Context: an optimization exercise on an open-source flow, tuned for small area. The choices shown serve that exercise and are no tape-out recipe.
In this exercise RTL edits were held to simulation tests only and were not proved equivalent to the original.
Power figures rest on the tool's default switching activity, not on a simulated workload.

===== design.v =====
`timescale 1ns / 1ps
module iic_driver #
	(
		parameter	CLKIN_MHz = 100,
		parameter 	IIC_KHz = 1000,
		parameter	TIMEOUT_us = 1,
		parameter	RESTART_DELAY_us = 0
	)
	(
	input 				clk_in,
	input 				rst_n,
	input 				sda_in,
	output				sda_out,
	output				sda_en,
	output				scl,
	input				cmd_en,
	input	[7:0]		addr,
	input	[31:0]		cmd,
	input	[2:0]		cmd_len,
	input				wdata_vld,
	input	[7:0]		wdata,
	input	[7:0]		rd_len,
	output	[7:0]	rdata,
	output				rdata_vld,
	output				cmd_done,
	output	reg 		opt_err
    );
localparam	S_IDLE0   = 4'b0000,	 
			S_IDLE1   = 4'b0001,	 
			S_STARTA  = 4'b0010,	 
			S_STARTR  = 4'b0011,	 
			S_W_ADDR  = 4'b0100,
			S_W_CMD   = 4'b0101,
			S_W_WR    = 4'b0110,
			S_W_RADDR = 4'b0111,
			S_A_ADDR  = 4'b1000,
			S_A_CMD   = 4'b1001,
			S_A_WR    = 4'b1010,
			S_A_RADDR = 4'b1011,
			S_DELAY   = 4'b1100,
			S_READ    = 4'b1101,
			S_ASK     = 4'b1110,
			S_STOP    = 4'b1111;
reg [3:0]	st, nst;
reg [6:0]	clk_cnt;	 
reg			cnt_flag;
reg [7:0]	tcnt;		 
reg [7:0]	bc;			 
reg			cmd_en_z;
reg [7:0]	fifo [0:31];
wire rise   = cmd_en & ~cmd_en_z;
wire c24    = (clk_cnt == 7'd24);
wire c99    = (clk_cnt == 7'd99);
wire ge74   = (clk_cnt >= 7'd74);
wire ge50   = (clk_cnt >= 7'd50);
wire lt25   = (clk_cnt < 7'd25);
wire is_idle  = (st[3:1] == 3'b000);
wire is_start = (st[3:1] == 3'b001);
wire is_w     = (st[3:2] == 2'b01);
wire is_a     = (st[3:2] == 2'b10);
wire tmo      = tcnt >= 8'd156;
wire last_bit = &tcnt[2:0];
wire post     = lt25 & tcnt[5];	 
wire last_cmd = (bc[7:6] == cmd_len[1:0]);
wire last_wr  = bc[5];
wire last_rd  = &bc;	 
wire align    = (st == S_STARTA) & clk_cnt[6] & ~tcnt[5];
wire consume  = (st == S_W_WR) & c24 & last_bit;
wire rd_shift = (st == S_READ) & c99;
wire shift    = wdata_vld | align | consume | rd_shift;
always @(*) begin
	nst = st;
	case (st)
	S_IDLE0, S_IDLE1:
		if (rise) nst = S_STARTA;
	S_STARTA, S_STARTR:
		if (c24 & tcnt[5]) nst = {2'b01, st[0], st[0]};
	S_W_ADDR, S_W_CMD, S_W_WR, S_W_RADDR:
		if (c24 & last_bit) nst = {2'b10, st[1:0]};
	S_A_ADDR:
		if (c24) begin
			if (tmo) nst = S_STOP;
			else if (cmd_len != 3'd0) nst = S_W_CMD;
			else if (addr[0]) nst = S_READ;
			else nst = S_W_WR;
		end
	S_A_CMD:
		if (c24) begin
			if (tmo) nst = S_STOP;
			else if (!last_cmd) nst = S_W_CMD;
			else if (addr[0]) nst = S_DELAY;
			else if (last_wr) nst = S_STOP;
			else nst = S_W_WR;
		end
	S_A_WR:
		if (c24) begin
			if (tmo | last_wr) nst = S_STOP;
			else nst = S_W_WR;
		end
	S_A_RADDR:
		if (c24) nst = tmo ? S_STOP : S_READ;
	S_DELAY:
		if (c24) nst = S_STARTR;
	S_READ:
		if (c24 & last_bit) nst = S_ASK;
	S_ASK:
		if (c24) nst = last_rd ? S_STOP : S_READ;
	S_STOP:
		if (c24) nst = S_IDLE1;
	endcase
end
always @(posedge clk_in or negedge rst_n)
	if (~rst_n) st <= S_IDLE0;
	else st <= nst;
always @(posedge clk_in) begin
	cmd_en_z <= cmd_en;
	if (is_idle | c99) clk_cnt <= 7'd0;
	else if (cnt_flag) clk_cnt <= clk_cnt + 7'd1;
	cnt_flag <= ~((is_a & ge74 & ~tmo & sda_in) | ((nst == S_DELAY) & (st != S_DELAY)));
	if (is_a) tcnt <= c24 ? 8'd0 : tcnt + 8'd1;
	else if (st == S_DELAY) tcnt <= tcnt + 8'd1;
	else if (st == S_ASK) tcnt <= 8'd0;
	else if (is_idle) tcnt <= wdata_vld ? tcnt + 8'd1 : 8'd0;
	else if (is_start) begin
		if (c24 & tcnt[5]) tcnt <= 8'd0;
		else if (wdata_vld | align) tcnt <= tcnt + 8'd1;
	end
	else if (c24) tcnt <= tcnt + 8'd1;
	if (is_idle) bc <= 8'd0;
	else if (align | consume | (((st == S_W_CMD) | (st == S_READ)) & c24 & last_bit))
		bc <= bc + ((st == S_W_CMD) ? 8'd64 : 8'd1);
	else if ((st == S_A_RADDR) | ((st == S_A_ADDR) & addr[0] & (cmd_len == 3'd0)))
		bc <= ~rd_len;
end
integer i;
always @(posedge clk_in)
	if (shift) begin
		fifo[0] <= st[3] ? {fifo[0][6:0], sda_in} : wdata;
		for (i = 1; i < 32; i = i + 1)
			fifo[i] <= fifo[i-1];
	end
always @(posedge clk_in or negedge rst_n)
	if (~rst_n) opt_err <= 1'b0;
	else if (rise) opt_err <= 1'b0;
	else if (is_a & tmo) opt_err <= 1'b1;
wire [2:0] bidx = ~tcnt[2:0];
wire cmd_bit  = cmd[{bc[7:6], bidx}];
wire addr_bit = (bidx == 3'd0) ? (st[0] | ((cmd_len == 3'd0) & addr[0])) : addr[bidx];
wire wr_bit   = fifo[31][bidx];
wire txbit    = (st[1:0] == 2'b01) ? cmd_bit : (st[1:0] == 2'b10) ? wr_bit : addr_bit;
reg sda_o;
always @(*) begin
	case (st)
	S_STARTA, S_STARTR: sda_o = ~ge50 & ~post;
	S_W_ADDR, S_W_CMD, S_W_WR, S_W_RADDR: sda_o = txbit;
	S_ASK:  sda_o = last_rd;
	S_STOP: sda_o = lt25;
	default: sda_o = 1'b1;
	endcase
end
assign sda_out = sda_o;
assign sda_en = ~(is_a | (st == S_READ));
assign scl = is_idle | ge50 | (is_start & ~post) | (((st == S_DELAY) | (st == S_STOP)) & lt25);
assign rdata     = fifo[0];
assign rdata_vld = (st == S_ASK) & (clk_cnt == 7'd25);
assign cmd_done  = (st == S_IDLE1);
endmodule

===== standard.sh =====
#!/bin/bash
# synth_recipe.tcl (not shown) runs the flow's synth.tcl, then flattens the netlist and writes it again
# the make line also repeats each setting of config.mk as NAME=value (left out here)
make -C /OpenROAD-flow-scripts/flow DESIGN_CONFIG=/design/flow/config.mk WORK_HOME=/design/flow/orfs CLKGATE_MAP_FILE= SYNTH_SCRIPT=/design/flow/synth_recipe.tcl "${@:-finish}"

===== constraint.sdc =====
create_clock -name core_clock -period 10.0 [get_ports {clk_in}]
set_input_delay 2.0000 -clock core_clock [delete_from_list [all_inputs] [get_ports {clk_in}]]
set_output_delay 2.0000 -clock core_clock [all_outputs]
set_load 0.01 [all_outputs]

===== config.mk =====
export PLATFORM = sky130hd
export DESIGN_NAME = iic_driver
export DESIGN_NICKNAME = iic_driver
export VERILOG_FILES = /design/flow/design.v
export SDC_FILE = /design/flow/constraint.sdc
export NUM_CORES = 4
export LEC_CHECK = 0
export CAP_MARGIN = 20
export CORE_MARGIN = 2
export CORE_UTILIZATION = 40
export SLEW_MARGIN = 20

===== flow/run.sh =====
#!/bin/bash
set -euo pipefail
export BUFFER_PORTS_ARGS="-buffer_cell sky130_fd_sc_hd__buf_1"
export CTS_ARGS="-sink_clustering_enable -repair_clock_nets -dont_use_dummy_load -buf_list sky130_fd_sc_hd__clkbuf_8 -sink_clustering_size 16 -sink_clustering_max_diameter 80"
bash standard.sh > flow_make.log 2>&1

==> flow_summary.yaml, run 1 <==
timing:
  tns_ps: 0
  setup_slack_ps: 4240
  finalHoldViolCount: 0
  post-route-min-period_ps: 5760
  rsz0062_at_grt: "false"
  slew_headroom: 0.389
  setup_viol: 0
  worst_slew_pin_slew_ps: 917
  skew_ps: 52.2
  timing.hold.ws_ps: 397
  fin_crit_sh: 0.576
  maxSlewViolCount: 0
  max_clock_freq_mhz: 174
floorplan:
  die-area_um2: 27200
  chipHeight_um: 165
  coreArea_um2: 25300
  rows: 58
  chipWidth_um: 165
  io_pins: 78
  initial_core_util: 0.410
synth:
  synthCells: 580
  synth_warnings: 2
  netlist_area_um2: 10400
  synth_ff_type: "edfxtp_1"
  syn-num-nets: 654
  synth-edff-count: 264
  ys_seq_area_frac: 0.809
  synthArstFlopShare: 0.0175
  ys_ff_latch: 286
  ys_types: 62
  synth_area_per_cell_um2: 17.9
worst_setup_path:
  reg2reg_depth: 8
  r2r-end: "fifo[2][3]"
  critical_path.startpoint: "cmd[12]"
  rrSetupSlack_ps: 5630
  required_ps: 8000
  crit_type: "primary input to output port"
  cp-endpoint: "sda_out"
  start_kind: "primary input"
  cp.arrival_ps: 3760
  cp_max_fo: 1
  cp-end-kind: "output port"
  reg2reg_from: "tcnt[0]"
pwr:
  leakagePower_uw: 0.00375
  powerDensity_nw_per_um2: 210
  ir_drop_mv: 0.106
place:
  io_buffers: 77
  dp_slack_ps: 4280
  placedCellCount: 967
  placed_cell_area_um2: 11000
  dp.final_hpwl_um: 10100
  place_congestion: 0.767
cts:
  hold_buffers: 0
  cts_buffers: 22
  cts_resized: 0
  post-cts-setup-buffer-count: 0
  path_clk_slew_ps: 100
  clock_latency_ps: 540
  cts.path.max_buffers: 3
  cts_sinks: 286
  root_buffer: "clkbuf_8"
  htree_levels: 1
  cts_tree: "built"
cells_and_area:
  area_delta_synth_final_pct: 9.33
  diodes: 0
  final_area_um2: 11300
  fillers: 2198
  drive_above_1_share: 0.0850
  nNetsFinal: 735
  finalNonFillerCells: 989
drt:
  highest_layer: "met4"
  drt_iter0_drc: 481
  dr_wl_met3_um: 714
  drc: 0
  vias_per_cell: 5.12
  met1_length_um: 7840
  via_count: 5063
  first_pass_iters: 4
  wl_um: 16400
  ant_nets: 0
  wire_per_inst_um: 16.5
  wl_met2_um: 7370
grt:
  grt_pass1_wl_um: 25800
  antenna_found_initial: 0
  grt_max_degree: 157
  grt_pass1_vias: 4979
  gr-total-overflow: 0
  track_usage: 0.119
min_path:
  hp-class: "flop to flop"
  min_path_cells: 0
run_status:
  status: "complete, no violations"
run:
  cap_violations: 0
[kinds of logic (layout without fill, tap and decap cells)]
family                   count (synthesis)  in the layout  synth area share
multiplexers                            27             27            0.0404
flip-flops                             286            286             0.809
AND/OR/NAND/NOR                        126            126            0.0611
AO/OA/AOI/OAI                           80             80            0.0523
adder cells (fa/ha/maj)                 10             10            0.0121
XOR/XNOR                                12             12            0.0101
buffers and inverters                   39            118            0.0151
[stage by stage]
| step | power (uW) | utilization |
|---|---|---|
| 6_report | 2380 | 0.448 |
| 5_1_grt | 2500 | 0.448 |
| 4_1_cts | 2420 | 0.448 |
| 3_5_place_dp | 1880 | 0.436 |
| 3_3_place_gp | 1870 | 0.436 |
| 2_1_floorplan | 1790 | - |
[cells in the final DEF, fill, tap and decap left out, types with 6 or more instances in the layout]
cell type / instances
mux2_2: 9
nand2_1: 24
nor2_1: 38
ha_1: 10
nand3_1: 12
nand4_1: 8
o22ai_1: 6
clkbuf_8: 22
o21ai_0: 12
nor3_1: 8
mux2i_1: 7
edfxtp_1: 264
inv_1: 15
xor2_1: 7
mux4_2: 11
buf_1: 77
a21oi_1: 21
nand2b_1: 6
nor2b_1: 7
dfxtp_1: 17
[power breakdown]
group	switching [uW]	internal (uW)
Clock	331	198
Sequential	111	1430
Combinational	170	141
Total	612	1770
[area by class of cell]
| type | instances | area (um^2) | share of cell area |
|---|---|---|---|
| inverter | 15 | 56.3 | 0.00496 |
| multi-input combinational | 255 | 1840 | 0.163 |
| sequential | 286 | 8390 | 0.740 |
| clock buffer | 22 | 303 | 0.0267 |
| tap | 330 | 413 | 0.0364 |
| timing repair buffer | 81 | 335 | 0.0296 |
[flip-flops by register name (all words and copies together) (netlist names)]
| signal | flops |
|---|---|
| cnt_flag | 1 |
| opt_err | 1 |
| st | 4 |
| bc | 8 |
| tcnt | 8 |
| fifo | 256 |
| cmd_en_z | 1 |
| clk_cnt | 7 |
[metal layers]
layer,track usage,vias to the layer above
met1,0.175,2510
met5,0,-
met4,0.0368,0
met3,0.0210,30
met2,0.183,125
li1,-,2398
[worst min path at each step]
stage          slack (ps)           to         from
2_1_floorplan         400  fifo[10][0]   fifo[9][0]
3_3_place_gp          400  fifo[31][0]  fifo[30][0]
3_5_place_dp          400  fifo[12][2]  fifo[11][2]
4_1_cts               400  fifo[26][7]  fifo[25][7]
5_1_grt               410  fifo[26][7]  fifo[25][7]
6_report              400   fifo[7][2]   fifo[6][2]
[cells in the mapped netlist (all sizes together) (8+ instances only)]
cell type  instances  area, um^2
mux4              11         248
nor3               8        40.0
ha                10         125
o21ai             13        65.1
nand3             12        60.1
mux2               9         101
nand2             24        90.1
clkbuf            17        65.1
nor2              39         149
edfxtp           264        7930
dfxtp             17         340
nand4              8        50.1
inv               15        56.3
a21oi             23         119
[critical path, stage by stage]
cell and delay [ps]:
buf_1 80, mux2_2 260, o311ai_0 300, a311oi_1 90
or4_1 550, nand3_1 160, nand4_1 150, buf_1 160
==> inputs of run 2 (changes only) <==
==> flow/run.sh (replaced) <==
#!/bin/bash
# The standard layout with these changes:
# - synthesis maps the logic with an area-oriented ABC script (flow/synth.tcl)
# - ports are buffered with the smallest buffer
# - CTS uses clkbuf_8 in clusters of at most 16 sinks and inserts no dummy loads
set -euo pipefail
here=$(pwd)
export FLOW_WORK=$here
export MY_ABC_SCRIPT=$here/flow/abc_area.script
export BUFFER_PORTS_ARGS="-buffer_cell sky130_fd_sc_hd__buf_1"
export CTS_ARGS="-sink_clustering_enable -repair_clock_nets -dont_use_dummy_load -buf_list sky130_fd_sc_hd__clkbuf_8 -sink_clustering_size 16 -sink_clustering_max_diameter 80"
sed "s|SYNTH_SCRIPT=[^ ]*|SYNTH_SCRIPT=$here/flow/synth.tcl|" standard.sh > synth_area.sh
bash synth_area.sh synth > synth_make.log 2>&1
bash standard.sh > flow_make.log 2>&1
==> flow/abc_area.script (new file) <==
strash
dc2
dch -f
amap
strash
dc2
dch -f
amap
topo
==> flow/synth.tcl (new file) <==
# The standard synthesis (synth_recipe.tcl), with one change: the final
# technology mapping uses the area-oriented ABC script in MY_ABC_SCRIPT
# instead of ORFS's speed script. Registers are mapped before ABC runs, so
# they are the same as in the standard synthesis.
proc abc {args} {
  set i [lsearch -exact $args -script]
  if {$i >= 0} { lset args [expr {$i + 1}] $::env(MY_ABC_SCRIPT) }
  yosys abc {*}$args
}
source $::env(FLOW_WORK)/synth_recipe.tcl
==> flow_summary.yaml, run 2 <==
floorplan:
  rows: 58
  chipWidth_um: 163
  die-area_um2: 26400
  coreArea_um2: 25000
  chipHeight_um: 163
  initial_core_util: 0.403
  io_pins: 78
synth:
  synthSimpleGateAreaFrac: 0.0689
  synth-edff-count: 264
  netlist_area_um2: 10100
  synth-adder-area-share: 0.0124
  synthArstFlopShare: 0.0175
  synth_top_family_by_area: "simple AND/OR/NAND/NOR gates"
  synth_top_area_cell: "edfxtp_1"
  synthCells: 596
  muxShareOfSynthArea: 0
  ys_seq_area_frac: 0.835
  synth_top_cells_by_area: "edfxtp_1 (79%), dfxtp_1 (3.4%), nor2_1 (3.1%), clkinv_1 (1.6%), dfrtp_1 (1.2%)"
  synth_common_cells: "edfxtp_1 (264), nor2_1 (83), clkinv_1 (43)"
  synth.most_common_cell: "edfxtp_1"
  synthXorXnorAreaFrac: 0
  ys_ff_latch: 286
  syn-num-nets: 670
  synth_area_per_cell_um2: 16.9
  synth_ff_type: "edfxtp_1"
  yosysTopAreaCellShare: 0.788
  synth_warnings: 2
  synth-compound-area-share: 0.0678
  ys_types: 36
timing:
  finalHoldViolCount: 0
  setup_viol: 0
  slew_headroom: 0.332
  max_clock_freq_mhz: 181
  rsz0062_at_grt: "false"
  worst_slew_pin_slew_ps: 1000
  post-route-min-period_ps: 5520
  maxSlewViolCount: 0
  skew_ps: 73.8
  fin_crit_sh: 0.552
  setup_slack_ps: 4480
  timing.hold.ws_ps: 392
  tns_ps: 0
cts:
  htree_levels: 1
  clock_latency_ps: 540
  cts.path.max_buffers: 3
  post-cts-setup-buffer-count: 0
  path_clk_slew_ps: 90
  cts_buffers: 22
  cts_tree: "built"
  cts_sinks: 286
  root_buffer: "clkbuf_8"
  hold_buffers: 0
  cts_resized: 0
min_path:
  hp-class: "flop to flop"
  holdCritStartpoint: "fifo[27][0]"
  min_path_cells: 0
  holdPathEnd: "fifo[28][0]"
worst_setup_path:
  rrSetupSlack_ps: 5610
  start_kind: "flop"
  cp-end-kind: "output port"
  cp_cell_sequence: "clkinv_1, nand2_1, nor2_1, a2111oi_0, nor3_1, o31ai_1, a21oi_1, o41ai_1, buf_1"
  required_ps: 8000
  r2r-end: "fifo[20][7]"
  cp.arrival_ps: 3520
  reg2reg_depth: 9
  critPathMaxStageDelay_ps: 760
  cp_max_fo: 18
  slowest_stage: "edfxtp_1"
  crit_type: "flop to output port"
  reg2reg_from: "st[1]"
cells_and_area:
  nNetsFinal: 773
  regMostFlops: "fifo"
  multiInputGateArea_um2: 1510
  fillers: 2198
  largest_register_ffs: 256
  seqCellArea_um2: 8390
  final_common_cell: "edfxtp_1"
  drive_above_1_share: 0.0359
  biggestRegsByFlops: "fifo x256, bc x8, tcnt x8"
  diodes: 0
  finalNonFillerCells: 1027
  area_delta_synth_final_pct: 10.4
  final_cell_mix: "edfxtp_1 (264), nor2_1 (83), buf_1 (77), clkinv_1 (43), nand2_1 (24)"
grt:
  antenna_found_initial: 0
  gr-total-overflow: 0
  track_usage: 0.126
  grt_max_degree: 190
  grt_pass1_wl_um: 26700
  grt_pass1_vias: 5195
place:
  io_buffers: 77
  dp_slack_ps: 4510
  dp.final_hpwl_um: 10500
  place_congestion: 0.893
  placedCellCount: 1005
drt:
  wire_per_inst_um: 16.3
  drc: 0
  via_count: 5315
  ant_nets: 0
  vias_per_cell: 5.18
  wl_um: 16800
  first_pass_iters: 4
  drt_iter0_drc: 550
run:
  cap_violations: 0
run_status:
  status: "complete, no violations"
pwr:
  powerDensity_nw_per_um2: 230
  leakagePower_uw: 0.00361
  ir_drop_mv: 0.148
## run 2: cell count changes after synthesis, sizes merged, moves of 8 or more
cell / delta
mux2: -9
clkbuf: -17
inv: -15
a221oi: +8
o21ai: +11
clkinv: +43
mux4: -11
nor2: +44
a21oi: -12
nor3: +11
## run 2: how the worst max path moves through the flow
stage,endpoint,from
6_report,sda_out,tcnt[2]
5_1_grt,sda_out,tcnt[2]
4_1_cts,sda_out,cmd_len[0]
3_5_place_dp,sda_out,cmd_len[0]
3_3_place_gp,sda_out,cmd_len[0]
2_1_floorplan,fifo[0][0],st[0]
## run 2: final cells by class
| class | instances | area share |
|---|---|---|
| repair buffers | 79 | 0.0285 |
| well taps | 330 | 0.0372 |
| clock buffers | 22 | 0.0273 |
| inverters | 43 | 0.0145 |
| flip-flops and latches | 286 | 0.756 |
| multi-input cells | 267 | 0.136 |
## run 2: per-stage QoR
stage | utilization | total power, uW | cell area (um^2)
floorplan | - | 1880 | 10100
global route | 0.445 | 2710 | 11100
CTS | 0.445 | 2580 | 11100
detailed placement | 0.432 | 2050 | 10800
finish | 0.445 | 2550 | 11100
global placement | 0.432 | 2030 | 10800
## run 2: logic make-up after synthesis
kind of cell    count (synthesis)
flops                         286
buf+inv                        43
simple gates                  159
compound gates                 98
fa+ha+maj                      10
## run 2: routing by layer
metal,vias up,share of wire,GRT usage
li1,2489,-,-
met1,2619,0.48,0.178
met2,171,0.44,0.199
met3,36,0.059,0.0265
met4,0,0.025,0.0378
met5,-,0,0
## run 2: critical path: cells and delay by family (launching register included)
kind	cells	cell delay, ps
flops	1	760
buf+inv	2	750
simple gates	3	620
compound gates	4	910
## run 2: power by group
part           total [uW]  switching, uW  internal (uW)
combinational         460            307            153
clock                 523            325            198
sequential           1570            115           1460
total                2550            747           1810
==> inputs of run 3 (changes only) <==
--- a/flow/run.sh
+++ b/flow/run.sh
@@ -8,7 +8,7 @@
 export FLOW_WORK=$here
 export MY_ABC_SCRIPT=$here/flow/abc_area.script
 export BUFFER_PORTS_ARGS="-buffer_cell sky130_fd_sc_hd__buf_1"
-export CTS_ARGS="-sink_clustering_enable -repair_clock_nets -dont_use_dummy_load -buf_list sky130_fd_sc_hd__clkbuf_8 -sink_clustering_size 16 -sink_clustering_max_diameter 80"
+export CTS_ARGS='-sink_clustering_enable -repair_clock_nets -dont_use_dummy_load -buf_list {sky130_fd_sc_hd__clkbuf_4 sky130_fd_sc_hd__clkbuf_16} -root_buf sky130_fd_sc_hd__clkbuf_4 -tree_buf sky130_fd_sc_hd__clkbuf_4 -sink_clustering_buffer sky130_fd_sc_hd__clkbuf_16 -sink_clustering_size 34 -sink_clustering_max_diameter 100'
 sed "s|SYNTH_SCRIPT=[^ ]*|SYNTH_SCRIPT=$here/flow/synth.tcl|" standard.sh > synth_area.sh
 bash synth_area.sh synth > synth_make.log 2>&1
 bash standard.sh > flow_make.log 2>&1
==> flow_summary.yaml, run 3 <==
run_status:
  status: "complete, no violations"
timing:
  rsz0062_at_grt: "false"
  maxSlewViolCount: 0
  tns_ps: 0
  worst_slew_pin_slew_ps: 1070
  fin_crit_sh: 0.567
  slew_headroom: 0.285
  finalHoldViolCount: 0
  post-route-min-period_ps: 5670
  max_clock_freq_mhz: 176
  timing.hold.ws_ps: 332
  setup_viol: 0
  skew_ps: 108
grt:
  grt_pass1_vias: 5143
  gr-total-overflow: 0
  grt_pass1_wl_um: 26400
  track_usage: 0.124
  antenna_found_initial: 1
  grt_max_degree: 190
synth:
  yosysTopAreaCellShare: 0.788
  synth_common_cells: "edfxtp_1 (264), nor2_1 (83), clkinv_1 (43)"
  synth.most_common_cell: "edfxtp_1"
  synth_top_cells_by_area: "edfxtp_1 (79%), dfxtp_1 (3.4%), nor2_1 (3.1%), clkinv_1 (1.6%), dfrtp_1 (1.2%)"
  synth_area_per_cell_um2: 16.9
  synthCells: 596
  synth_warnings: 2
  syn-num-nets: 670
  synthArstFlopShare: 0.0175
  ys_seq_area_frac: 0.835
  synth-edff-count: 264
  ys_ff_latch: 286
  synth_ff_type: "edfxtp_1"
  netlist_area_um2: 10100
  ys_types: 36
  synth_top_area_cell: "edfxtp_1"
cts:
  cts.path.max_buffers: 3
  cts_buffers: 13
  post-cts-setup-buffer-count: 0
  cts_tree: "built"
  clock_latency_ps: 660
  cts_resized: 0
  cts_sinks: 286
  htree_levels: 1
  path_clk_slew_ps: 120
  hold_buffers: 0
  root_buffer: "clkbuf_4"
floorplan:
  chipHeight_um: 163
  initial_core_util: 0.403
  rows: 58
  io_pins: 78
  die-area_um2: 26400
  chipWidth_um: 163
  coreArea_um2: 25000
cells_and_area:
  nNetsFinal: 764
  regMostFlops: "fifo"
  largest_register_ffs: 256
  final_common_cell: "edfxtp_1"
  drive_above_1_share: 0.0233
  area_delta_synth_final_pct: 10.1
  finalNonFillerCells: 1019
  finish.utilization: 0.443
  biggestRegsByFlops: "fifo x256, bc x8, tcnt x8"
  final_cell_mix: "edfxtp_1 (264), nor2_1 (83), buf_1 (77), clkinv_1 (43), nand2_1 (24)"
place:
  io_buffers: 77
  dp.final_hpwl_um: 10500
  place_congestion: 0.893
  placedCellCount: 1005
worst_setup_path:
  start_kind: "flop"
  required_ps: 8000
  cp_max_fo: 18
  cp.arrival_ps: 3670
  cp-end-kind: "output port"
  crit_type: "flop to output port"
drt:
  via_count: 5223
  wl_um: 16500
  drt_iter0_drc: 516
  drc: 0
  vias_per_cell: 5.13
  ant_nets: 0
  first_pass_iters: 5
  wire_per_inst_um: 16.2
run:
  cap_violations: 0
pwr:
  leakagePower_uw: 0.00358
  ir_drop_mv: 0.148
  powerDensity_nw_per_um2: 229
min_path:
  hp-class: "flop to flop"
-- run 3: cell count changes in the layout (fill, tap and decap cells not counted), sizes merged --
cell | previous run | this run
clkbuf | 22 | 13
diode | 0 | 1
-- run 3: cell families after synthesis --
group,synth area share
adders and majority gates,0.0124
and+or+nand+nor,0.0689
buffers and inverters,0.0161
DFF,0.835
AOI/OAI and AO/OA,0.0678
-- run 3: worst max-delay path, stage by stage (launching register included) --
cell and delay (ps):
edfxtp_1 770, clkinv_1 550, nand2_1 430, nor2_1 70, a2111oi_0 380, nor3_1 120, o31ai_1 230, a21oi_1 60
o41ai_1 240, buf_1 200
-- run 3: path summary, 6_finish.rpt --
| check | startpoint | to | slack, ps | cells past startpoint |
|---|---|---|---|---|
| hold reg to reg | fifo[21][1] | fifo[22][1] | 330 | 0 |
| max in group asynchronous | rst_n | st[2] | 8490 | 1 |
| hold / removal | fifo[21][1] | fifo[22][1] | 330 | 0 |
| setup reg to reg | st[1] | fifo[29][3] | 5770 | 9 |
| setup / recovery | tcnt[2] | sda_out | 4330 | 9 |
| min in group asynchronous | rst_n | opt_err | 1290 | 1 |
-- run 3: layout make-up --
cell class | instances | area (um^2)
inverter | 43 | 161
antenna | 1 | 2.50
multi-input combinational | 267 | 1510
timing repair buffer | 79 | 317
clock buffer | 13 | 273
tap | 330 | 413
fill | 2200 | 13900
sequential | 286 | 8390
-- run 3: through the flow --
stage	setup WS [ps]	area, um^2	total power, uW
after floorplan	1590	10100	1880
after global placement	4570	10800	2030
after detailed placement	4510	10800	2050
after CTS	4320	11100	2570
after global routing	3970	11100	2680
final	4330	11100	2540
-- run 3: per-layer routing --
layer  GRT usage  share of wire  wire (um)
met4      0.0326          0.017        278
met1       0.177           0.47       7750
met5           0              0          0
met2       0.198           0.45       7500
met3      0.0250          0.061       1010
-- run 3: report_power, final --
group	leakage [uW]	switching [uW]	internal, uW
Clock	0.000137	319	193
Sequential	0.00280	113	1460
Combinational	0.000649	306	153
==> inputs of run 4 (changes only) <==
==> flow/run.sh (replaced) <==
#!/bin/bash
# The standard layout with these changes:
# - synthesis maps the logic with an area-oriented ABC script (flow/synth.tcl)
# - ports are buffered with the smallest buffer
# - CTS uses clkbuf_8 in clusters of at most 16 sinks and inserts no dummy loads
set -euo pipefail
here=$(pwd)
export FLOW_WORK=$here
export MY_ABC_SCRIPT=$here/flow/abc_area.script
export BUFFER_PORTS_ARGS="-buffer_cell sky130_fd_sc_hd__buf_1"
export CTS_ARGS='-sink_clustering_enable -repair_clock_nets -dont_use_dummy_load -buf_list {sky130_fd_sc_hd__clkbuf_4 sky130_fd_sc_hd__clkbuf_8} -root_buf sky130_fd_sc_hd__clkbuf_4 -tree_buf sky130_fd_sc_hd__clkbuf_4 -sink_clustering_buffer sky130_fd_sc_hd__clkbuf_8 -sink_clustering_size 16 -sink_clustering_max_diameter 80'
sed "s|SYNTH_SCRIPT=[^ ]*|SYNTH_SCRIPT=$here/flow/synth.tcl|" standard.sh > synth_area.sh
bash synth_area.sh synth > synth_make.log 2>&1
bash standard.sh > flow_make.log 2>&1
==> flow_summary.yaml, run 4 <==
grt:
  top_usage_layer: "met2"
  grt_max_degree: 190
  antenna_found_initial: 1
  grt_use_met1: 0.178
  grtUsageMet3: 0.0260
  track_usage: 0.126
  grt_pass1_wl_um: 26700
  grt_util_met2: 0.199
  grt_pass1_vias: 5205
  gr-total-overflow: 0
cts:
  clock_latency_ps: 680
  cts_tree: "built"
  cts_resized: 0
  cts_buffers: 22
  cts_sinks: 286
  post-cts-setup-buffer-count: 0
  path_clk_slew_ps: 100
  root_buffer: "clkbuf_4"
  cts.path.max_buffers: 3
  htree_levels: 1
  hold_buffers: 0
worst_setup_path:
  cp_max_fo: 18
  cp-end-kind: "output port"
  start_kind: "flop"
  critical_path.startpoint: "tcnt[2]"
  reg2reg_from: "st[1]"
  cp.arrival_ps: 3600
  required_ps: 8000
  crit_type: "flop to output port"
  cp-endpoint: "sda_out"
  reg2reg_depth: 9
  rrSetupSlack_ps: 5520
  r2r-end: "fifo[20][7]"
drt:
  first_pass_iters: 4
  wl_um: 16800
  wire_per_inst_um: 16.3
  vias_per_cell: 5.15
  ant_nets: 0
  drt_iter0_drc: 498
  via_count: 5296
  drc: 0
timing:
  setup_viol: 0
  tns_ps: 0
  worst_slew_pin_slew_ps: 1020
  skew_ps: 110
  post-route-min-period_ps: 5600
  max_clock_freq_mhz: 179
  finalHoldViolCount: 0
  rsz0062_at_grt: "false"
  slew_headroom: 0.317
  setup_slack_ps: 4400
  maxSlewViolCount: 0
  fin_crit_sh: 0.560
synth:
  synth_ff_type: "edfxtp_1"
  synth_common_cells: "edfxtp_1 (264), nor2_1 (83), clkinv_1 (43)"
  synth_top_area_cell: "edfxtp_1"
  synth_area_per_cell_um2: 16.9
  synth.most_common_cell: "edfxtp_1"
  netlist_area_um2: 10100
  syn-num-nets: 670
  ys_ff_latch: 286
  ys_types: 36
  ys_seq_area_frac: 0.835
  synth_top_cells_by_area: "edfxtp_1 (79%), dfxtp_1 (3.4%), nor2_1 (3.1%), clkinv_1 (1.6%), dfrtp_1 (1.2%)"
  synthCells: 596
  synth-edff-count: 264
  yosysTopAreaCellShare: 0.788
  synthArstFlopShare: 0.0175
  synth_warnings: 2
place:
  place_congestion: 0.893
  io_buffers: 77
  dp_slack_ps: 4510
  dp.final_hpwl_um: 10500
pwr:
  p_sw_frac: 0.294
  p_clk_frac: 0.200
  comb_power_share: 0.181
  leakagePower_uw: 0.00360
  switching_power_uw: 746
  ir_drop_mv: 0.148
  intPower_uw: 1790
  powerDensity_nw_per_um2: 229
  seqPwrFrac: 0.619
cells_and_area:
  regMostFlops: "fifo"
  area_delta_synth_final_pct: 10.2
  final_common_cell: "edfxtp_1"
  largest_register_ffs: 256
  final_cell_mix: "edfxtp_1 (264), nor2_1 (83), buf_1 (77), clkinv_1 (43), nand2_1 (24)"
  drive_above_1_share: 0.0359
  nNetsFinal: 773
  biggestRegsByFlops: "fifo x256, bc x8, tcnt x8"
floorplan:
  rows: 58
  coreArea_um2: 25000
  die-area_um2: 26400
  chipHeight_um: 163
  chipWidth_um: 163
  io_pins: 78
  initial_core_util: 0.403
run_status:
  status: "complete, no violations"
run:
  cap_violations: 0
min_path:
  hp-class: "flop to flop"
==> run 4: final cells by class <==
cell class	count	area [um^2]
Multi-Input combinational cell	267	1510
Tap cell	330	413
Inverter	43	161
Sequential cell	286	8390
Timing Repair Buffer	79	317
Fill cell	2204	13900
Clock buffer	22	284
Antenna cell	1	2.50
==> run 4: power by group through the flow <==
stage / Clock [uW] / Sequential [uW] / Combinational (uW)
6_report: 507 / 1570 / 460
5_1_grt: 577 / 1590 / 521
4_1_cts: 539 / 1570 / 459
3_5_place_dp: 0 / 1590 / 457
3_3_place_gp: 0 / 1590 / 445
2_1_floorplan: 0 / 1570 / 312
==> run 4: critical path, cell delays in order, from the launching register on <==
cell and delay [ps]:
edfxtp_1 750, clkinv_1 540, nand2_1 430, nor2_1 70, a2111oi_0 380, nor3_1 120, o31ai_1 230, a21oi_1 60
o41ai_1 240, buf_1 200
==> run 4: metal layers <==
metal	vias up	wire length [um]
li1	2492	-
met1	2615	7830
met2	156	7600
met3	33	923
met4	0	433
met5	-	0
==> run 4: through the flow <==
stage / hold WS (ps) / cells / utilization / total power, uW / area (um^2)
final: 367 / 1028 / 0.444 / 2540 / 11100
after global routing: 392 / 1028 / 0.444 / 2690 / 11100
after CTS: 375 / 1027 / 0.444 / 2570 / 11100
after detailed placement: 405 / 1005 / 0.432 / 2050 / 10800
after global placement: 401 / 1005 / 0.432 / 2030 / 10800
after floorplan: 400 / 596 / - / 1880 / 10100
==> run 4: cells by family after synthesis <==
logic type / count (synthesis) / synth area share
DFF: 286 / 0.835
AOI/OAI and AO/OA: 98 / 0.0678
and+or+nand+nor: 159 / 0.0689
buffers and inverters: 43 / 0.0161
adders and majority gates: 10 / 0.0124
==> run 4: how the worst min path moves through the flow <==
| stage | start | endpoint | slack, ps | cells past startpoint |
|---|---|---|---|---|
| global placement | fifo[30][0] | fifo[31][0] | 400 | 0 |
| floorplan | fifo[9][0] | fifo[10][0] | 400 | 0 |
| global route | fifo[17][4] | fifo[18][4] | 390 | 0 |
| CTS | fifo[21][3] | fifo[22][3] | 380 | 0 |
| detailed placement | fifo[12][5] | fifo[13][5] | 400 | 0 |
| finish | fifo[18][2] | fifo[19][2] | 370 | 0 |
==> inputs of run 5 (changes only) <==
--- a/flow/run.sh
+++ b/flow/run.sh
@@ -1,8 +1,10 @@
 #!/bin/bash
 # The standard layout with these changes:
-# - synthesis maps the logic with an area-oriented ABC script (flow/synth.tcl)
+# - synthesis maps the logic with an area-oriented ABC script (flow/synth.tcl,
+#   flow/abc_area.script)
 # - ports are buffered with the smallest buffer
-# - CTS uses clkbuf_8 in clusters of at most 16 sinks and inserts no dummy loads
+# - CTS uses clkbuf_8 leaf buffers for clusters of at most 16 sinks, clkbuf_4
+#   above them, and inserts no dummy loads
 set -euo pipefail
 here=$(pwd)
 export FLOW_WORK=$here
==> flow/abc_area.script (replaced) <==
strash
&get -n
&deepsyn -J 50 -T 100
&put
dc2
dch -f
amap
strash
dc2
dch -f
amap
topo
==> flow_summary.yaml, run 5 <==
drt:
  drt_iter0_drc: 477
  wire_per_inst_um: 15.9
  ant_nets: 0
  via_count: 5020
  wl_um: 15900
  vias_per_cell: 5.04
  first_pass_iters: 5
  drc: 0
cells_and_area:
  regMostFlops: "fifo"
  fillers: 2192
  drive_above_1_share: 0.0371
  diodes: 0
  nNetsFinal: 749
  final_area_um2: 11000
  seqCellArea_um2: 8390
  multiInputGateArea_um2: 1410
  final_common_cell: "edfxtp_1"
  largest_register_ffs: 256
  final_cell_mix: "edfxtp_1 (264), buf_1 (77), nor2_1 (72), clkinv_1 (49), nand2_1 (23)"
  biggestRegsByFlops: "fifo x256, bc x8, tcnt x8"
  area_delta_synth_final_pct: 9.98
  finish.utilization: 0.450
timing:
  fin_crit_sh: 0.550
  post-route-min-period_ps: 5500
  maxSlewViolCount: 0
  finalHoldViolCount: 0
  setup_viol: 0
  slew_headroom: 0.374
  max_clock_freq_mhz: 182
  worst_slew_pin_slew_ps: 939
  skew_ps: 25.9
  timing.hold.ws_ps: 417
  rsz0062_at_grt: "false"
  tns_ps: 0
grt:
  gr-total-overflow: 0
  grt_max_degree: 83
  antenna_found_initial: 0
  track_usage: 0.120
  grt_pass1_vias: 4905
  grt_pass1_wl_um: 25400
floorplan:
  die-area_um2: 26200
  coreArea_um2: 24400
  io_pins: 78
  chipWidth_um: 162
  chipHeight_um: 162
  initial_core_util: 0.409
  rows: 57
cts:
  cts_resized: 0
  path_clk_slew_ps: 90
  root_buffer: "clkbuf_4"
  htree_levels: 1
  clock_latency_ps: 630
  cts_tree: "built"
  cts.path.max_buffers: 3
  cts_buffers: 21
  post-cts-setup-buffer-count: 0
  cts_sinks: 286
  hold_buffers: 0
pwr:
  powerDensity_nw_per_um2: 176
  leakagePower_uw: 0.00358
  ir_drop_mv: 0.137
worst_setup_path:
  path_buf_inv: 3
  cp-end-kind: "output port"
  slowest_stage: "a221oi_1"
  cp_max_fo: 1
  required_ps: 8000
  critPathMaxStageDelay_ps: 260
  cp_cell_sequence: "buf_1, and3_1, a21oi_1, clkinv_1, a221oi_1, o221ai_1, and3_1, a311oi_1, o41ai_1, buf_1"
  crit_type: "primary input to output port"
  cp_top_family: "compound AO/OA/AOI/OAI gates"
  start_kind: "primary input"
  cp.arrival_ps: 3500
synth:
  synth_ff_type: "edfxtp_1"
  syn-num-nets: 646
  synthXorXnorAreaFrac: 0
  synth_common_cells: "edfxtp_1 (264), nor2_1 (72), clkinv_1 (49)"
  synthCells: 572
  synth_top_area_cell: "edfxtp_1"
  synthArstFlopShare: 0.0175
  muxShareOfSynthArea: 0
  ys_types: 41
  synth-edff-count: 264
  synthSimpleGateAreaFrac: 0.0568
  synth_top_family_by_area: "compound AO/OA/AOI/OAI gates"
  ys_ff_latch: 286
  synth_warnings: 2
  synth_area_per_cell_um2: 17.4
  yosysTopAreaCellShare: 0.794
  netlist_area_um2: 9980
  ys_seq_area_frac: 0.841
  synth.most_common_cell: "edfxtp_1"
  synth-compound-area-share: 0.0711
  synth-adder-area-share: 0.0125
  synth_top_cells_by_area: "edfxtp_1 (79%), dfxtp_1 (3.4%), nor2_1 (2.7%), clkinv_1 (1.8%), dfrtp_1 (1.3%)"
place:
  placed_cell_area_um2: 10700
  io_buffers: 77
  dp.final_hpwl_um: 10200
  place_congestion: 0.975
min_path:
  hp-class: "flop to flop"
run:
  cap_violations: 0
run_status:
  status: "complete, no violations"
[run 5: cell types whose count changed after synthesis, sizes merged, moves of 3 or more]
cell / change
a22o: -4
o22a: +7
nor2: -11
clkinv: +6
a222oi: +6
nor3: -8
a221oi: -5
a22oi: +3
or3: -3
nand4: -4
o22ai: -3
a211o: +4
o21ai: -14
[run 5: layout make-up]
class	instances	area share
flip-flops and latches	286	0.765
multi-input cells	237	0.128
well taps	324	0.0369
repair buffers	80	0.0284
clock buffers	21	0.0246
inverters	49	0.0168
[run 5: through the flow]
step,setup WS [ps],power (uW),instances
2_1_floorplan,2120,1440,572
3_3_place_gp,4560,1460,976
3_5_place_dp,4510,1460,976
4_1_cts,4510,1970,997
6_report,4500,1930,997
5_1_grt,4390,2010,997
[run 5: where the power goes]
| group | internal [uW] | switching (uW) | total, uW |
|---|---|---|---|
| Combinational | 13.1 | 31.3 | 44.3 |
| Clock | 174 | 324 | 498 |
| Sequential | 1370 | 17.5 | 1390 |
| Total | 1560 | 373 | 1930 |
[run 5: worst paths after layout]
check | from | to | cells past startpoint | slack, ps
worst max-delay path | cmd[18] | sda_out | 10 | 4500
worst min-delay path | fifo[4][5] | fifo[5][5] | 0 | 420
worst max register to register | st[3] | fifo[6][6] | 7 | 5390
worst min register to register | fifo[4][5] | fifo[5][5] | 0 | 420
max in group asynchronous | rst_n | st[1] | 1 | 8580
min in group asynchronous | rst_n | opt_err | 1 | 1210
[run 5: cells by family (layout without fill, tap and decap cells)]
logic type	Yosys count	in the layout
flops	286	286
simple gates	132	132
compound gates	95	95
buf+inv	49	150
fa+ha+maj	10	10
[run 5: layer usage]
metal | routed length (um) | track usage | up-vias
met5 | 0 | 0 | -
met1 | 7430 | 0.173 | 2422
li1 | - | - | 2403
met4 | 440 | 0.0394 | 0
met3 | 986 | 0.0235 | 35
met2 | 7010 | 0.186 | 160
==> inputs of run 6 (changes only) <==
--- a/design.v
+++ b/design.v
@@ -58,13 +58,17 @@
 wire is_start = (st[3:1] == 3'b001);
 wire is_w     = (st[3:2] == 2'b01);
 wire is_a     = (st[3:2] == 2'b10);
-wire tmo      = tcnt >= 8'd156;
-wire last_bit = &tcnt[2:0];
-wire post     = lt25 & tcnt[5];	 
+localparam [7:0] T_S0 = 8'h97;
+wire [7:0] tnext  = {tcnt[6:0], ~(tcnt[7] ^ tcnt[6] ^ tcnt[1] ^ tcnt[0])};
+wire last_bit = ~tcnt[2] & tcnt[1];
+wire t32      = tcnt[6] & tcnt[2] & tcnt[0];
+wire tmo      = (tcnt[7] & ~tcnt[6] & tcnt[5] & ~tcnt[3] & ~tcnt[2] & tcnt[1]) | opt_err;
+wire sec      = t32 | st[0];	 
+wire post     = lt25 & sec;		 
 wire last_cmd = (bc[7:6] == cmd_len[1:0]);
 wire last_wr  = bc[5];
 wire last_rd  = &bc;	 
-wire align    = (st == S_STARTA) & clk_cnt[6] & ~tcnt[5];
+wire align    = (st == S_STARTA) & clk_cnt[6] & ~t32;
 wire consume  = (st == S_W_WR) & c24 & last_bit;
 wire rd_shift = (st == S_READ) & c99;
 wire shift    = wdata_vld | align | consume | rd_shift;
@@ -74,7 +78,7 @@
 	S_IDLE0, S_IDLE1:
 		if (rise) nst = S_STARTA;
 	S_STARTA, S_STARTR:
-		if (c24 & tcnt[5]) nst = {2'b01, st[0], st[0]};
+		if (c24 & sec) nst = {2'b01, st[0], st[0]};
 	S_W_ADDR, S_W_CMD, S_W_WR, S_W_RADDR:
 		if (c24 & last_bit) nst = {2'b10, st[1:0]};
 	S_A_ADDR:
@@ -117,15 +121,13 @@
 	if (is_idle | c99) clk_cnt <= 7'd0;
 	else if (cnt_flag) clk_cnt <= clk_cnt + 7'd1;
 	cnt_flag <= ~((is_a & ge74 & ~tmo & sda_in) | ((nst == S_DELAY) & (st != S_DELAY)));
-	if (is_a) tcnt <= c24 ? 8'd0 : tcnt + 8'd1;
-	else if (st == S_DELAY) tcnt <= tcnt + 8'd1;
-	else if (st == S_ASK) tcnt <= 8'd0;
-	else if (is_idle) tcnt <= wdata_vld ? tcnt + 8'd1 : 8'd0;
+	if (st[3] & (st != S_READ)) tcnt <= c24 ? T_S0 : tnext;
+	else if (is_idle) tcnt <= wdata_vld ? tnext : T_S0;
 	else if (is_start) begin
-		if (c24 & tcnt[5]) tcnt <= 8'd0;
-		else if (wdata_vld | align) tcnt <= tcnt + 8'd1;
+		if (c24 & sec) tcnt <= T_S0;
+		else if (wdata_vld | align) tcnt <= tnext;
 	end
-	else if (c24) tcnt <= tcnt + 8'd1;
+	else if (c24) tcnt <= tnext;
 	if (is_idle) bc <= 8'd0;
 	else if (align | consume | (((st == S_W_CMD) | (st == S_READ)) & c24 & last_bit))
 		bc <= bc + ((st == S_W_CMD) ? 8'd64 : 8'd1);
@@ -143,7 +145,18 @@
 	if (~rst_n) opt_err <= 1'b0;
 	else if (rise) opt_err <= 1'b0;
 	else if (is_a & tmo) opt_err <= 1'b1;
-wire [2:0] bidx = ~tcnt[2:0];
+reg [2:0] bidx;
+always @(*)
+	case (tcnt[6:4])
+	3'd1: bidx = 3'd7;
+	3'd2: bidx = 3'd6;
+	3'd5: bidx = 3'd5;
+	3'd3: bidx = 3'd4;
+	3'd7: bidx = 3'd3;
+	3'd6: bidx = 3'd2;
+	3'd4: bidx = 3'd1;
+	default: bidx = 3'd0;
+	endcase
 wire cmd_bit  = cmd[{bc[7:6], bidx}];
 wire addr_bit = (bidx == 3'd0) ? (st[0] | ((cmd_len == 3'd0) & addr[0])) : addr[bidx];
 wire wr_bit   = fifo[31][bidx];
==> flow/run.sh (replaced) <==
#!/bin/bash
# The standard layout with these changes:
# - synthesis maps the logic with an area-oriented ABC script (flow/synth.tcl,
#   flow/abc_area.script) and leaves adders to ABC (no ADDER_MAP_FILE)
# - ports are buffered with the smallest buffer
# - CTS uses clkbuf_8 leaf buffers for clusters of at most 16 sinks, clkbuf_4
#   above them, and inserts no dummy loads
set -euo pipefail
here=$(pwd)
export FLOW_WORK=$here
export MY_ABC_SCRIPT=$here/flow/abc_area.script
export BUFFER_PORTS_ARGS="-buffer_cell sky130_fd_sc_hd__buf_1"
export CTS_ARGS='-sink_clustering_enable -repair_clock_nets -dont_use_dummy_load -buf_list {sky130_fd_sc_hd__clkbuf_4 sky130_fd_sc_hd__clkbuf_8} -root_buf sky130_fd_sc_hd__clkbuf_4 -tree_buf sky130_fd_sc_hd__clkbuf_4 -sink_clustering_buffer sky130_fd_sc_hd__clkbuf_8 -sink_clustering_size 16 -sink_clustering_max_diameter 80'
sed "s|SYNTH_SCRIPT=[^ ]*|SYNTH_SCRIPT=$here/flow/synth.tcl|" standard.sh > synth_area.sh
ADDER_MAP_FILE= bash synth_area.sh synth > synth_make.log 2>&1
bash standard.sh > flow_make.log 2>&1
==> flow_summary.yaml, run 6 <==
timing:
  worst_slew_pin_slew_ps: 1080
  slew_headroom: 0.269
  maxSlewViolCount: 0
  finalHoldViolCount: 0
  post-route-min-period_ps: 5620
  tns_ps: 0
  timing.hold.ws_ps: 358
  max_clock_freq_mhz: 178
  setup_viol: 0
  rsz0062_at_grt: "false"
  fin_crit_sh: 0.562
  skew_ps: 69.6
cells_and_area:
  biggestRegsByFlops: "fifo x256, bc x8, tcnt x8"
  final_common_cell: "edfxtp_1"
  final_cell_mix: "edfxtp_1 (264), buf_1 (77), nor2_1 (53), clkinv_1 (39), nand2_1 (23)"
  fillers: 2197
  diodes: 0
  multiInputGateArea_um2: 1180
  area_delta_synth_final_pct: 10.6
  final_area_um2: 10700
  regMostFlops: "fifo"
  finish.utilization: 0.445
  seqCellArea_um2: 8390
  drive_above_1_share: 0.0409
  nNetsFinal: 702
  largest_register_ffs: 256
cts:
  cts_tree: "built"
  clock_latency_ps: 660
  hold_buffers: 0
  root_buffer: "clkbuf_4"
  cts_resized: 0
  path_clk_slew_ps: 90
  post-cts-setup-buffer-count: 0
  htree_levels: 1
  cts.path.max_buffers: 3
  cts_sinks: 286
  cts_buffers: 22
synth:
  ys_ff_latch: 286
  synth_top_area_cell: "edfxtp_1"
  synth.most_common_cell: "edfxtp_1"
  synth_ff_type: "edfxtp_1"
  synth_area_per_cell_um2: 18.2
  syn-num-nets: 598
  synth-edff-count: 264
  yosysTopAreaCellShare: 0.816
  synthCells: 534
  synthArstFlopShare: 0.0175
  ys_types: 38
  ys_seq_area_frac: 0.864
  netlist_area_um2: 9710
  synth_warnings: 2
  synth_top_cells_by_area: "edfxtp_1 (82%), dfxtp_1 (3.5%), nor2_1 (2.0%), clkinv_1 (1.5%), dfrtp_1 (1.3%)"
  synth_common_cells: "edfxtp_1 (264), nor2_1 (53), clkinv_1 (39)"
drt:
  wire_per_inst_um: 16.1
  via_count: 4726
  drc: 0
  first_pass_iters: 5
  wl_um: 15500
  vias_per_cell: 4.92
  ant_nets: 0
  drt_iter0_drc: 525
grt:
  gr-total-overflow: 0
  grt_pass1_wl_um: 24700
  grt_pass1_vias: 4659
  track_usage: 0.120
  grt_max_degree: 177
  antenna_found_initial: 0
pwr:
  ir_drop_mv: 0.112
  total_power_uw: 2500
  comb_power_share: 0.185
  intPower_uw: 1800
  leakagePower_uw: 0.00348
  switching_power_uw: 706
  p_sw_frac: 0.282
  seqPwrFrac: 0.616
  p_clk_frac: 0.199
  powerDensity_nw_per_um2: 233
worst_setup_path:
  cp-end-kind: "output port"
  cp.arrival_ps: 3620
  crit_type: "primary input to output port"
  start_kind: "primary input"
  required_ps: 8000
  cp_max_fo: 3
floorplan:
  initial_core_util: 0.403
  coreArea_um2: 24100
  io_pins: 78
  chipHeight_um: 160
  die-area_um2: 25500
  chipWidth_um: 160
  rows: 57
run:
  cap_violations: 0
place:
  dp.final_hpwl_um: 9790
  placed_cell_area_um2: 10500
  place_congestion: 0.872
  io_buffers: 77
run_status:
  status: "complete, no violations"
min_path:
  hp-class: "flop to flop"
## run 6: changes by cell type after synthesis, sizes merged, moves of 4 or more
cell / previous run / this run
a211o: 4 / 0
a211oi: 10 / 5
a21oi: 10 / 18
a31oi: 8 / 4
clkinv: 49 / 39
ha: 10 / 0
nor2: 72 / 53
nor3: 11 / 15
## run 6: routing by layer
| layer | up-vias | part of all wire | track usage |
|---|---|---|---|
| li1 | 2272 | - | - |
| met1 | 2305 | 0.48 | 0.174 |
| met2 | 125 | 0.44 | 0.185 |
| met3 | 24 | 0.056 | 0.0234 |
| met4 | 0 | 0.021 | 0.0385 |
| met5 | - | 0 | 0 |
## run 6: worst paths after layout
check                      startpoint           to  slack (ps)  depth (start not counted)
setup / recovery           cmd_len[0]      sda_out        4380                          9
hold / removal             fifo[9][7]  fifo[10][7]         360                          0
setup reg to reg                st[3]  fifo[18][7]        5570                          8
hold reg to reg            fifo[9][7]  fifo[10][7]         360                          0
max in group asynchronous       rst_n        st[3]        8390                          1
min in group asynchronous       rst_n        st[2]        1310                          1
## run 6: layout make-up
class                      count  area share
inverter                      39      0.0136
multi-input combinational    209       0.110
tap                          324      0.0378
clock buffer                  22      0.0265
sequential                   286       0.782
timing repair buffer          80      0.0302
## run 6: critical path: stages
cell       delay [ps]
buf_1             100
or3_1             410
nor2_1            100
nor2_1             60
nor2_1            120
a2111oi_0          70
o311a_1           380
o221ai_1          210
buf_1             190
## run 6: logic make-up (layout without fill, tap and decap cells)
group	after synthesis	count (layout)	share of synthesized area
simple gates	120	120	0.0553
flops	286	286	0.864
buf+inv	39	141	0.0151
compound gates	88	88	0.0645
xor+xnor	1	1	0.000902
## run 6: through the flow
stage | instances | setup slack (ps)
6_report | 960 | 4380
3_5_place_dp | 938 | 4390
3_3_place_gp | 938 | 4460
2_1_floorplan | 534 | 1370
5_1_grt | 960 | 4120
4_1_cts | 960 | 4370
## run 6: power groups by stage
stage                     Sequential [uW]  Clock, uW  Combinational (uW)
final                                1540        499                 462
after floorplan                      1550          0                 317
after CTS                            1540        534                 466
after global placement               1570          0                 458
after global routing                 1560        572                 520
after detailed placement             1570          0                 465
==> inputs of run 7 (changes only) <==
==> flow/run.sh (replaced) <==
#!/bin/bash
# The standard layout with these changes:
# - synthesis maps the logic with an area-oriented ABC script (flow/synth.tcl,
#   flow/abc_area.script)
# - ports are buffered with the smallest buffer
# - CTS uses clkbuf_8 leaf buffers for clusters of at most 16 sinks, clkbuf_4
#   above them, and inserts no dummy loads
set -euo pipefail
here=$(pwd)
export FLOW_WORK=$here
export MY_ABC_SCRIPT=$here/flow/abc_area.script
export BUFFER_PORTS_ARGS="-buffer_cell sky130_fd_sc_hd__buf_1"
export CTS_ARGS='-sink_clustering_enable -repair_clock_nets -dont_use_dummy_load -buf_list {sky130_fd_sc_hd__clkbuf_4 sky130_fd_sc_hd__clkbuf_8} -root_buf sky130_fd_sc_hd__clkbuf_4 -tree_buf sky130_fd_sc_hd__clkbuf_4 -sink_clustering_buffer sky130_fd_sc_hd__clkbuf_8 -sink_clustering_size 16 -sink_clustering_max_diameter 80'
sed "s|SYNTH_SCRIPT=[^ ]*|SYNTH_SCRIPT=$here/flow/synth.tcl|" standard.sh > synth_area.sh
bash synth_area.sh synth > synth_make.log 2>&1
bash standard.sh > flow_make.log 2>&1
==> flow_summary.yaml, run 7 <==
synth:
  synthSimpleGateAreaFrac: 0.0625
  muxShareOfSynthArea: 0
  synth_ff_type: "edfxtp_1"
  synthXorXnorAreaFrac: 0.000891
  ys_types: 40
  netlist_area_um2: 9830
  syn-num-nets: 624
  synthArstFlopShare: 0.0175
  synth.most_common_cell: "edfxtp_1"
  synth_top_family_by_area: "simple AND/OR/NAND/NOR gates"
  yosysTopAreaCellShare: 0.806
  ys_ff_latch: 286
  synth-edff-count: 264
  synth_top_cells_by_area: "edfxtp_1 (81%), dfxtp_1 (3.5%), nor2_1 (2.9%), clkinv_1 (1.4%), dfrtp_1 (1.3%)"
  ys_seq_area_frac: 0.854
  synth_top_area_cell: "edfxtp_1"
  synth-compound-area-share: 0.0588
  synth_warnings: 2
  synth_common_cells: "edfxtp_1 (264), nor2_1 (76), clkinv_1 (37)"
  synthCells: 552
  synth_area_per_cell_um2: 17.8
  synth-adder-area-share: 0.0102
cells_and_area:
  regMostFlops: "fifo"
  fillers: 2146
  nNetsFinal: 728
  diodes: 0
  drive_above_1_share: 0.0413
  final_area_um2: 10900
  finish.utilization: 0.448
  largest_register_ffs: 256
  final_cell_mix: "edfxtp_1 (264), buf_1 (77), nor2_1 (76), clkinv_1 (37), nand2_1 (21)"
  finalNonFillerCells: 978
  biggestRegsByFlops: "fifo x256, bc x8, tcnt x8"
  final_common_cell: "edfxtp_1"
  area_delta_synth_final_pct: 10.4
floorplan:
  die-area_um2: 25900
  rows: 57
  initial_core_util: 0.406
  io_pins: 78
  coreArea_um2: 24200
  chipWidth_um: 161
  chipHeight_um: 161
timing:
  maxSlewViolCount: 0
  slew_headroom: 0.440
  finalHoldViolCount: 0
  timing.hold.ws_ps: 340
  skew_ps: 138
  fin_crit_sh: 0.554
  tns_ps: 0
  max_clock_freq_mhz: 180
  rsz0062_at_grt: "false"
  post-route-min-period_ps: 5540
  worst_slew_pin_slew_ps: 841
  setup_viol: 0
worst_setup_path:
  cp-end-kind: "output port"
  cp.arrival_ps: 3540
  cp_max_fo: 3
  required_ps: 8000
  start_kind: "primary input"
  crit_type: "primary input to output port"
pwr:
  ir_drop_mv: 0.153
  powerDensity_nw_per_um2: 275
  leakagePower_uw: 0.00353
cts:
  path_clk_slew_ps: 90
  hold_buffers: 0
  htree_levels: 1
  clock_latency_ps: 690
  cts_resized: 0
  cts_tree: "built"
  root_buffer: "clkbuf_4"
  cts.path.max_buffers: 3
  post-cts-setup-buffer-count: 0
  cts_sinks: 286
  cts_buffers: 22
grt:
  grt_pass1_wl_um: 25300
  grt_max_degree: 94
  antenna_found_initial: 0
  gr-total-overflow: 0
  track_usage: 0.122
  grt_pass1_vias: 4706
drt:
  via_count: 4847
  ant_nets: 0
  drt_iter0_drc: 495
  vias_per_cell: 4.96
  wl_um: 15800
  drc: 0
  wire_per_inst_um: 16.1
  first_pass_iters: 5
min_path:
  hp-class: "flop to flop"
place:
  place_congestion: 0.803
  io_buffers: 77
  placed_cell_area_um2: 10600
  placedCellCount: 956
  dp.final_hpwl_um: 10000
run:
  cap_violations: 0
run_status:
  status: "complete, no violations"
[run 7: changes by cell type after synthesis, moves of 6 or more]
cell	previous run	this run
a21oi_1	18	8
ha_1	0	8
nor2_1	53	76
nor4_1	3	9
[run 7: metrics by stage]
| step | power (uW) | setup WS (ps) |
|---|---|---|
| floorplan | 2350 | 1510 |
| finish | 2980 | 4460 |
| detailed placement | 2510 | 4440 |
| CTS | 3030 | 4430 |
| global placement | 2500 | 4530 |
| global route | 3170 | 4340 |
[run 7: worst max-delay path, stage by stage]
cell       delay [ps]
buf_1             100
nor4_1            390
a21oi_1           170
o32a_1            310
o2111ai_1          70
o311ai_0          160
o211ai_1          160
buf_1             180
[run 7: power breakdown]
| part | leakage, uW | internal, uW | total (uW) | switching [uW] |
|---|---|---|---|---|
| Combinational | 0.000574 | 161 | 528 | 367 |
| Sequential | 0.00280 | 1800 | 1950 | 148 |
| Clock | 0.000150 | 182 | 507 | 325 |
| Total | 0.00353 | 2140 | 2980 | 839 |
[run 7: final timing paths]
path / end / from / depth (start not counted) / slack [ps]
setup / recovery: sda_out / cmd_len[0] / 8 / 4460
hold / removal: fifo[25][7] / fifo[24][7] / 0 / 340
setup reg to reg: fifo[30][6] / clk_cnt[6] / 7 / 5900
hold reg to reg: fifo[25][7] / fifo[24][7] / 0 / 340
max in group asynchronous: st[1] / rst_n / 1 / 8440
min in group asynchronous: st[0] / rst_n / 1 / 1270
[run 7: logic make-up (layout without fill, tap and decap cells)]
group / after synthesis / after routing
AND/OR/NAND/NOR: 139 / 139
XOR/XNOR: 1 / 1
flip-flops: 286 / 286
buffers and inverters: 37 / 139
AO/OA/AOI/OAI: 81 / 81
adder cells (fa/ha/maj): 8 / 8
[run 7: routing by layer]
layer  GRT usage  wire length (um)
met1       0.183              7640
met2       0.182              6910
met3      0.0245               831
met4      0.0341               390
met5           0                 0
[run 7: final cells by class]
class | instances | area (um^2) | area share
Inverter | 37 | 139 | 0.0128
Multi-Input combinational cell | 229 | 1320 | 0.121
Sequential cell | 286 | 8390 | 0.773
Timing Repair Buffer | 80 | 315 | 0.0290
Tap cell | 324 | 405 | 0.0373
Clock buffer | 22 | 284 | 0.0262
==> inputs of run 8 (changes only) <==
--- a/design.v
+++ b/design.v
@@ -72,6 +72,8 @@
 wire consume  = (st == S_W_WR) & c24 & last_bit;
 wire rd_shift = (st == S_READ) & c99;
 wire shift    = wdata_vld | align | consume | rd_shift;
+wire lo_inc   = align | consume | ((st == S_READ) & c24 & last_bit);
+wire hi_inc   = ((st == S_W_CMD) & c24 & last_bit) | (lo_inc & (&bc[5:0]));
 always @(*) begin
 	nst = st;
 	case (st)
@@ -129,10 +131,12 @@
 	end
 	else if (c24) tcnt <= tnext;
 	if (is_idle) bc <= 8'd0;
-	else if (align | consume | (((st == S_W_CMD) | (st == S_READ)) & c24 & last_bit))
-		bc <= bc + ((st == S_W_CMD) ? 8'd64 : 8'd1);
 	else if ((st == S_A_RADDR) | ((st == S_A_ADDR) & addr[0] & (cmd_len == 3'd0)))
 		bc <= ~rd_len;
+	else begin
+		if (lo_inc) bc[5:0] <= bc[5:0] + 6'd1;
+		if (hi_inc) bc[7:6] <= bc[7:6] + 2'd1;
+	end
 end
 integer i;
 always @(posedge clk_in)
==> flow_summary.yaml, run 8 <==
run_status:
  status: "complete, no violations"
cts:
  cts_sinks: 286
  root_buffer: "clkbuf_4"
  hold_buffers: 0
  cts_tree: "built"
  cts_resized: 0
  cts_buffers: 22
  cts.path.max_buffers: 3
  post-cts-setup-buffer-count: 0
  htree_levels: 1
  clock_latency_ps: 680
  path_clk_slew_ps: 90
grt:
  gr-total-overflow: 0
  track_usage: 0.125
  grt_pass1_wl_um: 26000
  grt_max_degree: 208
  grt_pass1_vias: 4876
  antenna_found_initial: 0
cells_and_area:
  nNetsFinal: 718
  final_common_cell: "edfxtp_1"
  fillers: 2186
  drive_above_1_share: 0.0403
  regMostFlops: "fifo"
  area_delta_synth_final_pct: 10.5
  diodes: 0
  biggestRegsByFlops: "fifo x256, bc x8, tcnt x8"
  final_cell_mix: "edfxtp_1 (264), buf_1 (77), nor2_1 (62), clkinv_1 (48)"
  seqCellArea_um2: 8390
  finish.utilization: 0.448
  largest_register_ffs: 256
  multiInputGateArea_um2: 1270
synth:
  ys_seq_area_frac: 0.855
  synth.most_common_cell: "edfxtp_1"
  synth_top_cells_by_area: "edfxtp_1 (81%), dfxtp_1 (3.5%), nor2_1 (2.4%), clkinv_1 (1.8%), dfrtp_1 (1.3%)"
  synthArstFlopShare: 0.0175
  synth_ff_type: "edfxtp_1"
  synth_warnings: 2
  netlist_area_um2: 9820
  synth-edff-count: 264
  ys_ff_latch: 286
  yosysTopAreaCellShare: 0.807
  ys_types: 43
  syn-num-nets: 614
  synthCells: 543
  synth_area_per_cell_um2: 18.1
  synth_common_cells: "edfxtp_1 (264), nor2_1 (62), clkinv_1 (48)"
  synth_top_area_cell: "edfxtp_1"
timing:
  timing.hold.ws_ps: 353
  finalHoldViolCount: 0
  max_clock_freq_mhz: 178
  setup_viol: 0
  post-route-min-period_ps: 5630
  slew_headroom: 0.322
  worst_slew_pin_slew_ps: 1020
  skew_ps: 112
  rsz0062_at_grt: "false"
  fin_crit_sh: 0.563
  tns_ps: 0
  maxSlewViolCount: 0
worst_setup_path:
  cp_cell_sequence: "buf_1, nor2_1, nor3_1, o221ai_1, o221ai_1, clkinv_1, o41ai_1, a32oi_1, o2111a_1, a31oi_1, a21oi_1, o21ai_0, buf_1"
  cp_max_fo: 1
  start_kind: "primary input"
  slowest_stage: "o2111a_1"
  cp-end-kind: "output port"
  cp.arrival_ps: 3630
  path_buf_inv: 3
  required_ps: 8000
  cp_top_family: "compound AO/OA/AOI/OAI gates"
  critPathMaxStageDelay_ps: 250
  crit_type: "primary input to output port"
drt:
  drt_iter0_drc: 557
  vias_per_cell: 5.06
  wire_per_inst_um: 16.9
  drc: 0
  via_count: 4905
  wl_um: 16400
  first_pass_iters: 5
  ant_nets: 0
floorplan:
  coreArea_um2: 24200
  chipWidth_um: 161
  io_pins: 78
  chipHeight_um: 161
  rows: 57
  die-area_um2: 25800
  initial_core_util: 0.405
place:
  place_congestion: 0.831
  io_buffers: 77
  dp.final_hpwl_um: 10300
run:
  cap_violations: 0
pwr:
  total_power_uw: 2380
  powerDensity_nw_per_um2: 219
  ir_drop_mv: 0.130
  leakagePower_uw: 0.00348
min_path:
  hp-class: "flop to flop"
==> run 8: cells by family after synthesis <==
| family | Yosys count | synth area share |
|---|---|---|
| fa+ha+maj | 7 | 0.00892 |
| buf+inv | 48 | 0.0183 |
| compound gates | 88 | 0.0676 |
| xor+xnor | 1 | 0.000892 |
| flops | 286 | 0.855 |
| simple gates | 113 | 0.0497 |
==> run 8: final cells by class <==
type | instances | area share
clock buffers | 22 | 0.0262
repair buffers | 80 | 0.0299
multi-input cells | 209 | 0.117
inverters | 48 | 0.0166
flip-flops and latches | 286 | 0.773
well taps | 324 | 0.0374
==> run 8: per-layer routing <==
metal  routed length (um)  GRT usage  share of wire
met5                    0          0              0
met4                  439     0.0398          0.027
met3                  945     0.0294          0.058
met2                 7040      0.188           0.43
met1                 7930      0.183           0.48
==> run 8: metrics by stage <==
step | setup WS [ps] | area, um^2 | instances
2_1_floorplan | 972 | 9830 | 543
3_3_place_gp | 4380 | 10600 | 947
3_5_place_dp | 4360 | 10600 | 947
4_1_cts | 4350 | 10900 | 969
5_1_grt | 4170 | 10900 | 969
6_report | 4370 | 10900 | 969
==> run 8: path summary, 6_finish.rpt <==
| path | from | end | slack (ps) | depth (start not counted) |
|---|---|---|---|---|
| min reg2reg | fifo[20][6] | fifo[21][6] | 350 | 0 |
| max in group asynchronous | rst_n | st[3] | 8450 | 1 |
| min | fifo[20][6] | fifo[21][6] | 350 | 0 |
| max reg2reg | st[0] | fifo[29][6] | 5580 | 10 |
| max | cmd[3] | sda_out | 4370 | 13 |
| min in group asynchronous | rst_n | st[1] | 1270 | 1 |
==> run 8: power by group <==
part           internal, uW  switching, uW  total, uW
registers              1440           61.9       1500
clock network           182            322        504
logic                   127            247        374
total                  1750            631       2380

-- re-timing with driven ports --
The results above use ideal ports. As a check the final layouts listed here were re-extracted and re-timed, cells and wires unchanged. Step 1 (the two cells are an assumption about what drives the block):
set clk [get_ports {clk_in}]
set_driving_cell -lib_cell sky130_fd_sc_hd__clkbuf_16 $clk
set_driving_cell -lib_cell sky130_fd_sc_hd__buf_2 [delete_from_list [all_inputs] $clk]
Step 2 times the ports against the registers' clock, not the clock port: input delays grow and output delays shrink by t, the midpoint of the rising clock arrivals with the driver on. Slacks: ideal / step 1 / step 2; pairs: ideal / step 1.
| run | t (ns) | slack for setup (ns) | worst hold slack (ns) | pins driven straight from the clock port |
|---|---|---|---|---|
| run 1 | 0.552 | 4.244 / 4.220 / 4.220 | 0.397 / 0.397 / 0.397 | 1 |
| run 2 | 0.547 | 4.478 / 4.439 / 4.479 | 0.392 / 0.392 / 0.392 | 1 |
| run 3 | 0.640 | 4.332 / 4.293 / 4.478 | 0.332 / 0.332 / 0.332 | 1 |
| run 4 | 0.662 | 4.401 / 4.362 / 4.478 | 0.367 / 0.367 / 0.367 | 1 |
| run 5 | 0.655 | 4.499 / 4.474 / 4.474 | 0.417 / 0.417 / 0.417 | 1 |
| run 6 | 0.656 | 4.380 / 4.360 / 4.360 | 0.358 / 0.358 / 0.358 | 1 |
| run 7 | 0.652 | 4.459 / 4.424 / 4.424 | 0.340 / 0.340 / 0.340 | 1 |
| run 8 | 0.661 | 4.372 / 4.335 / 4.335 | 0.353 / 0.353 / 0.353 | 1 |
After both steps every run listed still meets setup and hold. For run 8, which loses most, drivers alone change the setup slack by -0.037 ns; drivers and shift together by -0.037 ns.
